From an optimization exercise on the open Yosys and OpenROAD flow, aimed at small area; shortcuts taken in it are not production practice.
RTL that was checked went through simulation tests only; none was proved equivalent to the original.
The flow treats the clock pin as an ideal source. Dropping or thinning the clock tree relies on that and would not hold on a real chip.
Power and IR drop assume default switching activity.

## red
==> module BinaryToSevSeg, before the edit <==
module BinaryToSevSeg(
	input [3:0] i_code,
	output [6:0] o_sevseg);
	assign o_sevseg[0] = (~i_code[0] & i_code[1] & i_code[2]) | (i_code[0] & ~i_code[1] & ~i_code[2]);
	assign o_sevseg[1] = (~i_code[0] & ~i_code[1] & i_code[2]) | (~i_code[0] & i_code[1] & ~i_code[2]) | (~i_code[1] & i_code[3]);
	assign o_sevseg[2] = (~i_code[0] & i_code[3]) | (i_code[0] & i_code[1] & ~i_code[2] & ~i_code[3]) | (~i_code[1] & i_code[3]);
	assign o_sevseg[3] = (~i_code[0] & i_code[1] & i_code[2]) | (i_code[0] & ~i_code[1]) | (i_code[3]);
	assign o_sevseg[4] = (i_code[0] & ~i_code[1]) | (i_code[2]);
	assign o_sevseg[5] = ~((~i_code[0]) | (i_code[1] & i_code[3]));
	assign o_sevseg[6] = ~((~i_code[0] & i_code[2]) | (i_code[1]));
endmodule
==> module StateMachineGame, before the edit <==
module StateMachineGame(
	input i_clk,
	input i_rst,
	input [4:0] i_sw,
	input [3:0] i_fall,
	input i_tfall,
	input [21:0] i_lfsr,
	output o_count_en,
	output [3:0] o_led,
	output [3:0] o_disp);
	localparam START = 3'd0;
	localparam START_W = 3'd1;
	localparam PATTERN_OFF_W = 3'd3;
	localparam PATTERN_OFF = 3'd6;
	localparam SHOW_STEP = 3'd4;
	localparam WAIT_PLAYER = 3'd5;
	localparam END = 3'd7;
	localparam END_W = 3'd2;
	localparam [2:0] E0 = 3'd0;
	localparam [2:0] E1 = 3'd1;
	localparam [2:0] E2 = 3'd3;
	localparam [2:0] E3 = 3'd7;
	localparam [2:0] E4 = 3'd6;
	localparam [2:0] E5 = 3'd4;
	localparam [2:0] E6 = 3'd2;
	localparam [2:0] E7 = 3'd5;
	localparam [3:0] D_F = 4'd10;
	localparam [3:0] D_A = 4'd11;
	localparam [3:0] D_BLANK = 4'd9;
	reg [2:0] r_state;
	reg [2:0] r_step;
	reg [3:0] r_disp;
	reg r_pdv, r_dv;
	reg [1:0] r_pid, r_id;
	reg [15:0] r_pattern;
	wire [2:0] w_score = r_disp[2:0];
	wire w_start = (~r_state[0] & ~r_state[1] & ~r_state[2]);
	wire w_start_w = (r_state[0] & ~r_state[1] & ~r_state[2]);
	wire w_off_w = (r_state[0] & r_state[1] & ~r_state[2]);
	wire w_off = (~r_state[0] & r_state[1] & r_state[2]);
	wire w_show = (~r_state[0] & ~r_state[1] & r_state[2]);
	wire w_wait = (r_state[0] & ~r_state[1] & r_state[2]);
	wire w_end = (r_state[0] & r_state[1] & r_state[2]);
	wire w_end_w = (~r_state[0] & r_state[1] & ~r_state[2]);
	localparam [15:0] PPOL = 16'h5494;
	wire [15:0] w_pat = r_pattern ^ PPOL;
	reg [1:0] w_entry;
	always @(*)
		case (r_step)
		E0: w_entry = {w_pat[0], w_pat[1]};
		E1: w_entry = {w_pat[2], w_pat[3]};
		E2: w_entry = {w_pat[4], w_pat[5]};
		E3: w_entry = {w_pat[6], w_pat[7]};
		E4: w_entry = {w_pat[8], w_pat[9]};
		E5: w_entry = {w_pat[10], w_pat[11]};
		E6: w_entry = {w_pat[12], w_pat[13]};
		default: w_entry = {w_pat[14], w_pat[15]};
		endcase
	wire [2:0] w_step_inc;
	assign w_step_inc[0] = (~r_step[2]);
	assign w_step_inc[1] = (~r_step[0] & ~r_step[1] & r_step[2]) | (r_step[0] & r_step[1]) | (r_step[0] & ~r_step[2]);
	assign w_step_inc[2] = (r_step[1]);
	localparam [2:0] MARK = E0 ^ 3'd1;
	wire w_last = (w_score == r_step);
	wire w_correct = (r_id == w_entry);
	always @(posedge i_clk)
	begin
		if (i_rst)
			r_state <= START_W;
		else if (i_sw[4])
			r_state <= START;
		else
			case (r_state)
			START: r_state <= PATTERN_OFF_W;
			START_W: r_state <= PATTERN_OFF_W;
			PATTERN_OFF_W: r_state <= PATTERN_OFF;
			PATTERN_OFF: if (i_tfall) r_state <= SHOW_STEP;
			SHOW_STEP: if (i_tfall) r_state <= w_last ? WAIT_PLAYER : PATTERN_OFF;
			WAIT_PLAYER:
				if (r_dv)
				begin
					if (!w_correct)
						r_state <= END;
					else if (w_last)
						r_state <= (w_score == E7) ? END : PATTERN_OFF_W;
				end
			END: r_state <= END_W;
			default: r_state <= END_W;
			endcase
		if (i_rst)
			r_disp <= D_BLANK;
		else if (w_start_w | w_off_w)
			r_disp <= {1'b0, r_step};
		else if (w_end_w)
			r_disp <= (r_step[0] == E0[0]) ? D_A : D_F;
		if (i_rst | w_start | w_start_w | w_off_w)
			r_step <= E0;
		else if (w_show & i_tfall)
			r_step <= w_last ? E0 : w_step_inc;
		else if (w_wait & r_dv)
			r_step <= w_correct ? w_step_inc : MARK;
		if (w_start | w_start_w)
			r_pattern <= i_lfsr[15:0];
		r_pdv <= |i_fall;
		r_pid <= i_fall[0] ? 2'd0 : i_fall[1] ? 2'd1 : i_fall[2] ? 2'd2 : 2'd3;
		r_dv <= r_pdv;
		r_id <= r_pid;
	end
	assign o_count_en = (~r_state[0] & r_state[2]) | (r_state[0] & r_state[1] & ~r_state[2]);
	assign o_led[0] = (w_show & (w_entry == 2'd0)) | i_sw[0];
	assign o_led[1] = (w_show & (w_entry == 2'd1)) | i_sw[1];
	assign o_led[2] = (w_show & (w_entry == 2'd2)) | i_sw[2];
	assign o_led[3] = (w_show & (w_entry == 2'd3)) | i_sw[3];
	assign o_disp = r_disp;
endmodule
Settings: LEC_CHECK=0, CAP_MARGIN=20, CORE_MARGIN=2, CORE_UTILIZATION=60, PLACE_DENSITY=0.9, SLEW_MARGIN=20; clock period 10.0 ns.
standard.sh (not shown) runs the stock make flow with config.mk's settings and CLKGATE_MAP_FILE= SYNTH_SCRIPT=/design/flow/synth_recipe.tcl, a recipe that flattens the netlist after the stock synthesis.
==> flow/flow/run.sh <==
#!/bin/bash
# Layout flow: the standard ORFS flow (standard.sh) with these changes:
#  - synthesis maps the logic with an area-oriented ABC script and without
#    ORFS's half/full adder extraction (the same Yosys script otherwise, so
#    the registers are the standard ones);
#  - ports are buffered with the smallest buffer;
#  - the clock tree is built by cts_manual.tcl (a few clock buffers, one per
#    group of nearby flip-flops) instead of TritonCTS.
# make's output goes to standard.log and finish.log, the clock tree step's
# to cts_manual.log, each ORFS tool's to ORFS's logs/.
set -e
H=$(pwd)
cp flow/abc_area.script "$H/abc_area.script"
{
  echo "proc abc {args} {"
  echo "  set i [lsearch -exact \$args -script]"
  echo "  if {\$i >= 0} { lset args [expr {\$i + 1}] $H/abc_area.script }"
  echo "  yosys abc {*}\$args"
  echo "}"
  cat synth_recipe.tcl
} > my_synth.tcl
sed "s#SYNTH_SCRIPT=[^ ]*#SYNTH_SCRIPT=$H/my_synth.tcl ADDER_MAP_FILE=#" standard.sh > my_standard.sh
export BUFFER_PORTS_ARGS="-buffer_cell sky130_fd_sc_hd__buf_1"
bash my_standard.sh place > standard.log 2>&1
RESULTS=$H/orfs/results/sky130hd/MemoryGameTopLvl/base PLATFORM_DIR=$FLOW_HOME/platforms/sky130hd \
  NCLUSTER=$(cat flow/ncluster.txt) CLKBUF=$(cat flow/clkbuf.txt) CLKPORT=i_clk \
  openroad -no_init -exit flow/cts_manual.tcl > cts_manual.log 2>&1
bash my_standard.sh finish > finish.log 2>&1
Other scripts of this flow, unchanged in this note and not shown: flow/flow/abc_area.script, flow/flow/clkbuf.txt, flow/flow/cts_manual.tcl, flow/flow/ncluster.txt
The following lists how blue was set up differently from red:
--- a/flow/design.v
+++ b/flow/design.v
@@ -69,9 +69,9 @@
 	input [3:0] i_code,
 	output [6:0] o_sevseg);
-	assign o_sevseg[0] = (~i_code[0] & i_code[1] & i_code[2]) | (i_code[0] & ~i_code[1] & ~i_code[2]);
-	assign o_sevseg[1] = (~i_code[0] & ~i_code[1] & i_code[2]) | (~i_code[0] & i_code[1] & ~i_code[2]) | (~i_code[1] & i_code[3]);
-	assign o_sevseg[2] = (~i_code[0] & i_code[3]) | (i_code[0] & i_code[1] & ~i_code[2] & ~i_code[3]) | (~i_code[1] & i_code[3]);
-	assign o_sevseg[3] = (~i_code[0] & i_code[1] & i_code[2]) | (i_code[0] & ~i_code[1]) | (i_code[3]);
-	assign o_sevseg[4] = (i_code[0] & ~i_code[1]) | (i_code[2]);
+	assign o_sevseg[0] = ~((i_code[1]) | (~i_code[2] & ~i_code[3]));
+	assign o_sevseg[1] = (~i_code[0] & i_code[1]) | (~i_code[1] & i_code[3]);
+	assign o_sevseg[2] = (~i_code[0] & i_code[3]) | (i_code[0] & i_code[1] & i_code[2]) | (~i_code[1] & i_code[3]);
+	assign o_sevseg[3] = ~((~i_code[0] & ~i_code[1] & ~i_code[2]) | (i_code[1] & ~i_code[3]));
+	assign o_sevseg[4] = (~i_code[0] & i_code[2]) | (i_code[0] & ~i_code[1]) | (i_code[0] & ~i_code[2] & ~i_code[3]);
 	assign o_sevseg[5] = ~((~i_code[0]) | (i_code[1] & i_code[3]));
 	assign o_sevseg[6] = ~((~i_code[0] & i_code[2]) | (i_code[1]));
@@ -96,11 +96,11 @@
 	localparam END_W = 3'd2;
 	localparam [2:0] E0 = 3'd0;
-	localparam [2:0] E1 = 3'd1;
-	localparam [2:0] E2 = 3'd3;
-	localparam [2:0] E3 = 3'd7;
-	localparam [2:0] E4 = 3'd6;
-	localparam [2:0] E5 = 3'd4;
+	localparam [2:0] E1 = 3'd5;
+	localparam [2:0] E2 = 3'd7;
+	localparam [2:0] E3 = 3'd3;
+	localparam [2:0] E4 = 3'd4;
+	localparam [2:0] E5 = 3'd6;
 	localparam [2:0] E6 = 3'd2;
-	localparam [2:0] E7 = 3'd5;
+	localparam [2:0] E7 = 3'd1;
 	localparam [3:0] D_F = 4'd10;
 	localparam [3:0] D_A = 4'd11;
@@ -136,7 +136,7 @@
 		endcase
 	wire [2:0] w_step_inc;
-	assign w_step_inc[0] = (~r_step[2]);
-	assign w_step_inc[1] = (~r_step[0] & ~r_step[1] & r_step[2]) | (r_step[0] & r_step[1]) | (r_step[0] & ~r_step[2]);
-	assign w_step_inc[2] = (r_step[1]);
+	assign w_step_inc[0] = (~r_step[0] & ~r_step[2]) | (r_step[0] & r_step[2]);
+	assign w_step_inc[1] = (r_step[2]);
+	assign w_step_inc[2] = (~r_step[0] & ~r_step[1]) | (r_step[0] & r_step[1] & ~r_step[2]) | (~r_step[1] & r_step[2]);
 	localparam [2:0] MARK = E0 ^ 3'd1;
 	wire w_last = (w_score == r_step);
Results
- blue vs red — wire length dropped by a few percent
- Compared to red, blue has worst reg-to-reg path cell count 1 lower.
- Summary of the comparison: synthesized cell count is lower in blue, relative to red.
- The via count reported for blue is lower than the one for red.
- Switching part of the total power is higher on red
- Looking at critical path's slowest cell, the sky130_fd_sc_hd__dfxtp_1 result is from blue; the sky130_fd_sc_hd__a311oi_1 one comes from red.
No functional check of the RTL was part of red. No run of this note takes its clock network from TritonCTS; it comes from the design's own scripts or RTL.


Another version of the RTL of MemoryGameTopLvl (not shown whole).
Size: roughly 410 cells after synthesis, about 140 flip-flops, about 0.0043 mm² of cells after synthesis.
==> module BinaryToSevSeg, before the edit <==
module BinaryToSevSeg(
	input [3:0] i_code,
	output [6:0] o_sevseg);
	assign o_sevseg[0] = (i_code[0] & ~i_code[1]);
	assign o_sevseg[1] = (~i_code[0] & i_code[1]) | (~i_code[1] & i_code[3]);
	assign o_sevseg[2] = (~i_code[0] & i_code[3]) | (i_code[0] & i_code[1] & ~i_code[2] & ~i_code[3]) | (~i_code[1] & i_code[3]);
	assign o_sevseg[3] = ~((~i_code[0] & ~i_code[3]) | (i_code[1] & ~i_code[2] & ~i_code[3]));
	assign o_sevseg[4] = (i_code[0] & ~i_code[1]) | (i_code[2]);
	assign o_sevseg[5] = (i_code[0] & i_code[1] & ~i_code[3]) | (~i_code[1] & i_code[2]) | (~i_code[1] & i_code[3]);
	assign o_sevseg[6] = (~i_code[0] & ~i_code[1] & ~i_code[2]) | (i_code[0] & i_code[2]) | (~i_code[1] & i_code[3]);
endmodule
==> module StateMachineGame, before the edit <==
module StateMachineGame(
	input i_clk,
	input i_rst,
	input [4:0] i_sw,
	input [3:0] i_fall,
	input i_tfall,
	input [21:0] i_lfsr,
	output o_count_en,
	output [3:0] o_led,
	output [3:0] o_disp);
	localparam START = 3'd0;
	localparam START_W = 3'd1;
	localparam PATTERN_OFF_W = 3'd3;
	localparam PATTERN_OFF = 3'd6;
	localparam SHOW_STEP = 3'd4;
	localparam WAIT_PLAYER = 3'd5;
	localparam END = 3'd7;
	localparam END_W = 3'd2;
	localparam [2:0] E0 = 3'd0;
	localparam [2:0] E1 = 3'd5;
	localparam [2:0] E2 = 3'd3;
	localparam [2:0] E3 = 3'd4;
	localparam [2:0] E4 = 3'd1;
	localparam [2:0] E5 = 3'd6;
	localparam [2:0] E6 = 3'd2;
	localparam [2:0] E7 = 3'd7;
	localparam [3:0] D_F = 4'd10;
	localparam [3:0] D_A = 4'd11;
	localparam [3:0] D_BLANK = 4'd9;
	reg [2:0] r_state;
	reg [2:0] r_step;
	reg [3:0] r_disp;
	reg r_pdv, r_dv;
	reg [1:0] r_pid, r_id;
	reg [15:0] r_pattern;
	wire [2:0] w_score = r_disp[2:0];
	wire w_start = (~r_state[0] & ~r_state[1] & ~r_state[2]);
	wire w_start_w = (r_state[0] & ~r_state[1] & ~r_state[2]);
	wire w_off_w = (r_state[0] & r_state[1] & ~r_state[2]);
	wire w_off = (~r_state[0] & r_state[1] & r_state[2]);
	wire w_show = (~r_state[0] & ~r_state[1] & r_state[2]);
	wire w_wait = (r_state[0] & ~r_state[1] & r_state[2]);
	wire w_end = (r_state[0] & r_state[1] & r_state[2]);
	wire w_end_w = (~r_state[0] & r_state[1] & ~r_state[2]);
	localparam [15:0] PPOL = 16'h5494;
	wire [15:0] w_pat = r_pattern ^ PPOL;
	reg [1:0] w_entry;
	always @(*)
		case (r_step)
		E0: w_entry = {w_pat[0], w_pat[1]};
		E1: w_entry = {w_pat[2], w_pat[3]};
		E2: w_entry = {w_pat[4], w_pat[5]};
		E3: w_entry = {w_pat[6], w_pat[7]};
		E4: w_entry = {w_pat[8], w_pat[9]};
		E5: w_entry = {w_pat[10], w_pat[11]};
		E6: w_entry = {w_pat[12], w_pat[13]};
		default: w_entry = {w_pat[14], w_pat[15]};
		endcase
	wire [2:0] w_step_inc;
	assign w_step_inc[0] = (~r_step[0] & ~r_step[2]) | (~r_step[1] & r_step[2]);
	assign w_step_inc[1] = (~r_step[0] & r_step[1]) | (r_step[0] & ~r_step[1]);
	assign w_step_inc[2] = (~r_step[2]);
	localparam [2:0] MARK = E0 ^ 3'd1;
	wire w_last = (w_score == r_step);
	wire w_correct = (r_id == w_entry);
	always @(posedge i_clk)
	begin
		if (i_rst)
			r_state <= START_W;
		else if (i_sw[4])
			r_state <= START;
		else
			case (r_state)
			START: r_state <= PATTERN_OFF_W;
			START_W: r_state <= PATTERN_OFF_W;
			PATTERN_OFF_W: r_state <= PATTERN_OFF;
			PATTERN_OFF: if (i_tfall) r_state <= SHOW_STEP;
			SHOW_STEP: if (i_tfall) r_state <= w_last ? WAIT_PLAYER : PATTERN_OFF;
			WAIT_PLAYER:
				if (r_dv)
				begin
					if (!w_correct)
						r_state <= END;
					else if (w_last)
						r_state <= (w_score == E7) ? END : PATTERN_OFF_W;
				end
			END: r_state <= END_W;
			default: r_state <= END_W;
			endcase
		if (i_rst)
			r_disp <= D_BLANK;
		else if (w_start_w | w_off_w)
			r_disp <= {1'b0, r_step};
		else if (w_end_w)
			r_disp <= (r_step[0] == E0[0]) ? D_A : D_F;
		if (i_rst | w_start | w_start_w | w_off_w)
			r_step <= E0;
		else if (w_show & i_tfall)
			r_step <= w_last ? E0 : w_step_inc;
		else if (w_wait & r_dv)
			r_step <= w_correct ? w_step_inc : MARK;
		if (w_start | w_start_w)
			r_pattern <= i_lfsr[15:0];
		r_pdv <= |i_fall;
		r_pid <= i_fall[0] ? 2'd0 : i_fall[1] ? 2'd1 : i_fall[2] ? 2'd2 : 2'd3;
		r_dv <= r_pdv;
		r_id <= r_pid;
	end
	assign o_count_en = (~r_state[0] & r_state[2]) | (r_state[0] & r_state[1] & ~r_state[2]);
	assign o_led[0] = (w_show & (w_entry == 2'd0)) | i_sw[0];
	assign o_led[1] = (w_show & (w_entry == 2'd1)) | i_sw[1];
	assign o_led[2] = (w_show & (w_entry == 2'd2)) | i_sw[2];
	assign o_led[3] = (w_show & (w_entry == 2'd3)) | i_sw[3];
	assign o_disp = r_disp;
endmodule
clock: 10.0 ns
lec_check: 0
cap_margin: 20
core_margin: 2
core_utilization: 60
place_density: 0.9
slew_margin: 20
Scripts as last shown in full above: flow/flow/run.sh
Other scripts of this flow, unchanged in this note and not shown: flow/flow/abc_area.script, flow/flow/clkbuf.txt, flow/flow/cts_manual.tcl, flow/flow/ncluster.txt
Change:
--- a/flow/design.v
+++ b/flow/design.v
@@ -69,11 +69,11 @@
 	input [3:0] i_code,
 	output [6:0] o_sevseg);
-	assign o_sevseg[0] = (i_code[0] & ~i_code[1]);
-	assign o_sevseg[1] = (~i_code[0] & i_code[1]) | (~i_code[1] & i_code[3]);
-	assign o_sevseg[2] = (~i_code[0] & i_code[3]) | (i_code[0] & i_code[1] & ~i_code[2] & ~i_code[3]) | (~i_code[1] & i_code[3]);
-	assign o_sevseg[3] = ~((~i_code[0] & ~i_code[3]) | (i_code[1] & ~i_code[2] & ~i_code[3]));
-	assign o_sevseg[4] = (i_code[0] & ~i_code[1]) | (i_code[2]);
-	assign o_sevseg[5] = (i_code[0] & i_code[1] & ~i_code[3]) | (~i_code[1] & i_code[2]) | (~i_code[1] & i_code[3]);
-	assign o_sevseg[6] = (~i_code[0] & ~i_code[1] & ~i_code[2]) | (i_code[0] & i_code[2]) | (~i_code[1] & i_code[3]);
+	assign o_sevseg[0] = (i_code[0] & i_code[1] & ~i_code[3]) | (~i_code[1] & i_code[3]);
+	assign o_sevseg[1] = (~i_code[0] & i_code[2]) | (~i_code[0] & i_code[3]) | (~i_code[1] & i_code[3]);
+	assign o_sevseg[2] = ~((~i_code[0] & i_code[2]) | (i_code[0] & i_code[1]) | (~i_code[2] & ~i_code[3]));
+	assign o_sevseg[3] = ~((~i_code[0] & ~i_code[3]) | (~i_code[1] & i_code[2]));
+	assign o_sevseg[4] = (i_code[0] & ~i_code[1] & ~i_code[2]) | (i_code[1] & ~i_code[3]);
+	assign o_sevseg[5] = (i_code[0] & ~i_code[1]) | (i_code[1] & ~i_code[2] & ~i_code[3]);
+	assign o_sevseg[6] = (i_code[0] & ~i_code[2] & ~i_code[3]) | (~i_code[1] & ~i_code[2]);
 endmodule
 module StateMachineGame(
@@ -90,17 +90,17 @@
 	localparam START_W = 3'd1;
 	localparam PATTERN_OFF_W = 3'd3;
-	localparam PATTERN_OFF = 3'd6;
-	localparam SHOW_STEP = 3'd4;
-	localparam WAIT_PLAYER = 3'd5;
-	localparam END = 3'd7;
-	localparam END_W = 3'd2;
+	localparam PATTERN_OFF = 3'd4;
+	localparam SHOW_STEP = 3'd5;
+	localparam WAIT_PLAYER = 3'd6;
+	localparam END = 3'd2;
+	localparam END_W = 3'd7;
 	localparam [2:0] E0 = 3'd0;
-	localparam [2:0] E1 = 3'd5;
-	localparam [2:0] E2 = 3'd3;
-	localparam [2:0] E3 = 3'd4;
-	localparam [2:0] E4 = 3'd1;
+	localparam [2:0] E1 = 3'd3;
+	localparam [2:0] E2 = 3'd5;
+	localparam [2:0] E3 = 3'd2;
+	localparam [2:0] E4 = 3'd7;
 	localparam [2:0] E5 = 3'd6;
-	localparam [2:0] E6 = 3'd2;
-	localparam [2:0] E7 = 3'd7;
+	localparam [2:0] E6 = 3'd4;
+	localparam [2:0] E7 = 3'd1;
 	localparam [3:0] D_F = 4'd10;
 	localparam [3:0] D_A = 4'd11;
@@ -116,9 +116,9 @@
 	wire w_start_w = (r_state[0] & ~r_state[1] & ~r_state[2]);
 	wire w_off_w = (r_state[0] & r_state[1] & ~r_state[2]);
-	wire w_off = (~r_state[0] & r_state[1] & r_state[2]);
-	wire w_show = (~r_state[0] & ~r_state[1] & r_state[2]);
-	wire w_wait = (r_state[0] & ~r_state[1] & r_state[2]);
-	wire w_end = (r_state[0] & r_state[1] & r_state[2]);
-	wire w_end_w = (~r_state[0] & r_state[1] & ~r_state[2]);
+	wire w_off = (~r_state[0] & ~r_state[1] & r_state[2]);
+	wire w_show = (r_state[0] & ~r_state[1] & r_state[2]);
+	wire w_wait = (~r_state[0] & r_state[1] & r_state[2]);
+	wire w_end = (~r_state[0] & r_state[1] & ~r_state[2]);
+	wire w_end_w = (r_state[0] & r_state[1] & r_state[2]);
 	localparam [15:0] PPOL = 16'h5494;
 	wire [15:0] w_pat = r_pattern ^ PPOL;
@@ -136,7 +136,7 @@
 		endcase
 	wire [2:0] w_step_inc;
-	assign w_step_inc[0] = (~r_step[0] & ~r_step[2]) | (~r_step[1] & r_step[2]);
-	assign w_step_inc[1] = (~r_step[0] & r_step[1]) | (r_step[0] & ~r_step[1]);
-	assign w_step_inc[2] = (~r_step[2]);
+	assign w_step_inc[0] = (~r_step[0] & ~r_step[1]) | (r_step[1] & ~r_step[2]);
+	assign w_step_inc[1] = (~r_step[0] & ~r_step[2]) | (r_step[0] & r_step[2]);
+	assign w_step_inc[2] = (r_step[1]);
 	localparam [2:0] MARK = E0 ^ 3'd1;
 	wire w_last = (w_score == r_step);
@@ -185,5 +185,5 @@
 		r_id <= r_pid;
 	end
-	assign o_count_en = (~r_state[0] & r_state[2]) | (r_state[0] & r_state[1] & ~r_state[2]);
+	assign o_count_en = (r_state[0] & r_state[1] & ~r_state[2]) | (~r_state[1] & r_state[2]);
 	assign o_led[0] = (w_show & (w_entry == 2'd0)) | i_sw[0];
 	assign o_led[1] = (w_show & (w_entry == 2'd1)) | i_sw[1];
Outcome: The changed run produced a clean layout. Worst setup slack improved by 0.024 ns. Maximum frequency climbs slightly. Area after synthesis is about the same. Sequential cell count does not change. Routed wire length hardly moves. Utilization came out lower by 1.9 points. Die area hardly moves. Total power is lower slightly. Worst hold slack stays flat.
Only the layout flow was run in the second run of this note; the RTL was not checked for function there. In every run of this note, the design's own scripts or RTL, not TritonCTS, make the clock network.

separate check: timing with driven ports:
No port has a modelled driver above. Below, the same layouts with a new extraction and two added sets of constraints.
Step 1: set_driving_cell puts a clkbuf_16 on i_clk and a buf_2 on each other input, an assumption about the parent block.
Step 2, shift: input delay + t, output delay - t, t = (earliest + latest rising clock arrival at the registers) / 2. This alone moves slack from input paths to output paths.
a / b / c = ideal / step 1 / step 2; a / b = the first two.
| run | shift t [ns] | setup slack, ns | hold slack, ns | latest minus earliest clock arrival (ns) | pins driven straight from the clock port |
|---|---|---|---|---|---|
| red | 0.251 | 5.681 / 5.602 / 5.853 | 0.346 / 0.346 / 0.346 | 0.013 / 0.013 | 4 |
| blue | 0.256 | 5.838 / 5.757 / 6.013 | 0.336 / 0.336 / 0.336 | 0.015 / 0.015 | 4 |
| the first run of note 2 | 0.252 | 5.787 / 5.709 / 5.961 | 0.341 / 0.341 / 0.341 | 0.013 / 0.014 | 4 |
| the second run of note 2 | 0.243 | 5.811 / 5.737 / 5.981 | 0.342 / 0.342 / 0.342 | 0.009 / 0.009 | 4 |
After both steps setup and hold are still met in every run listed.
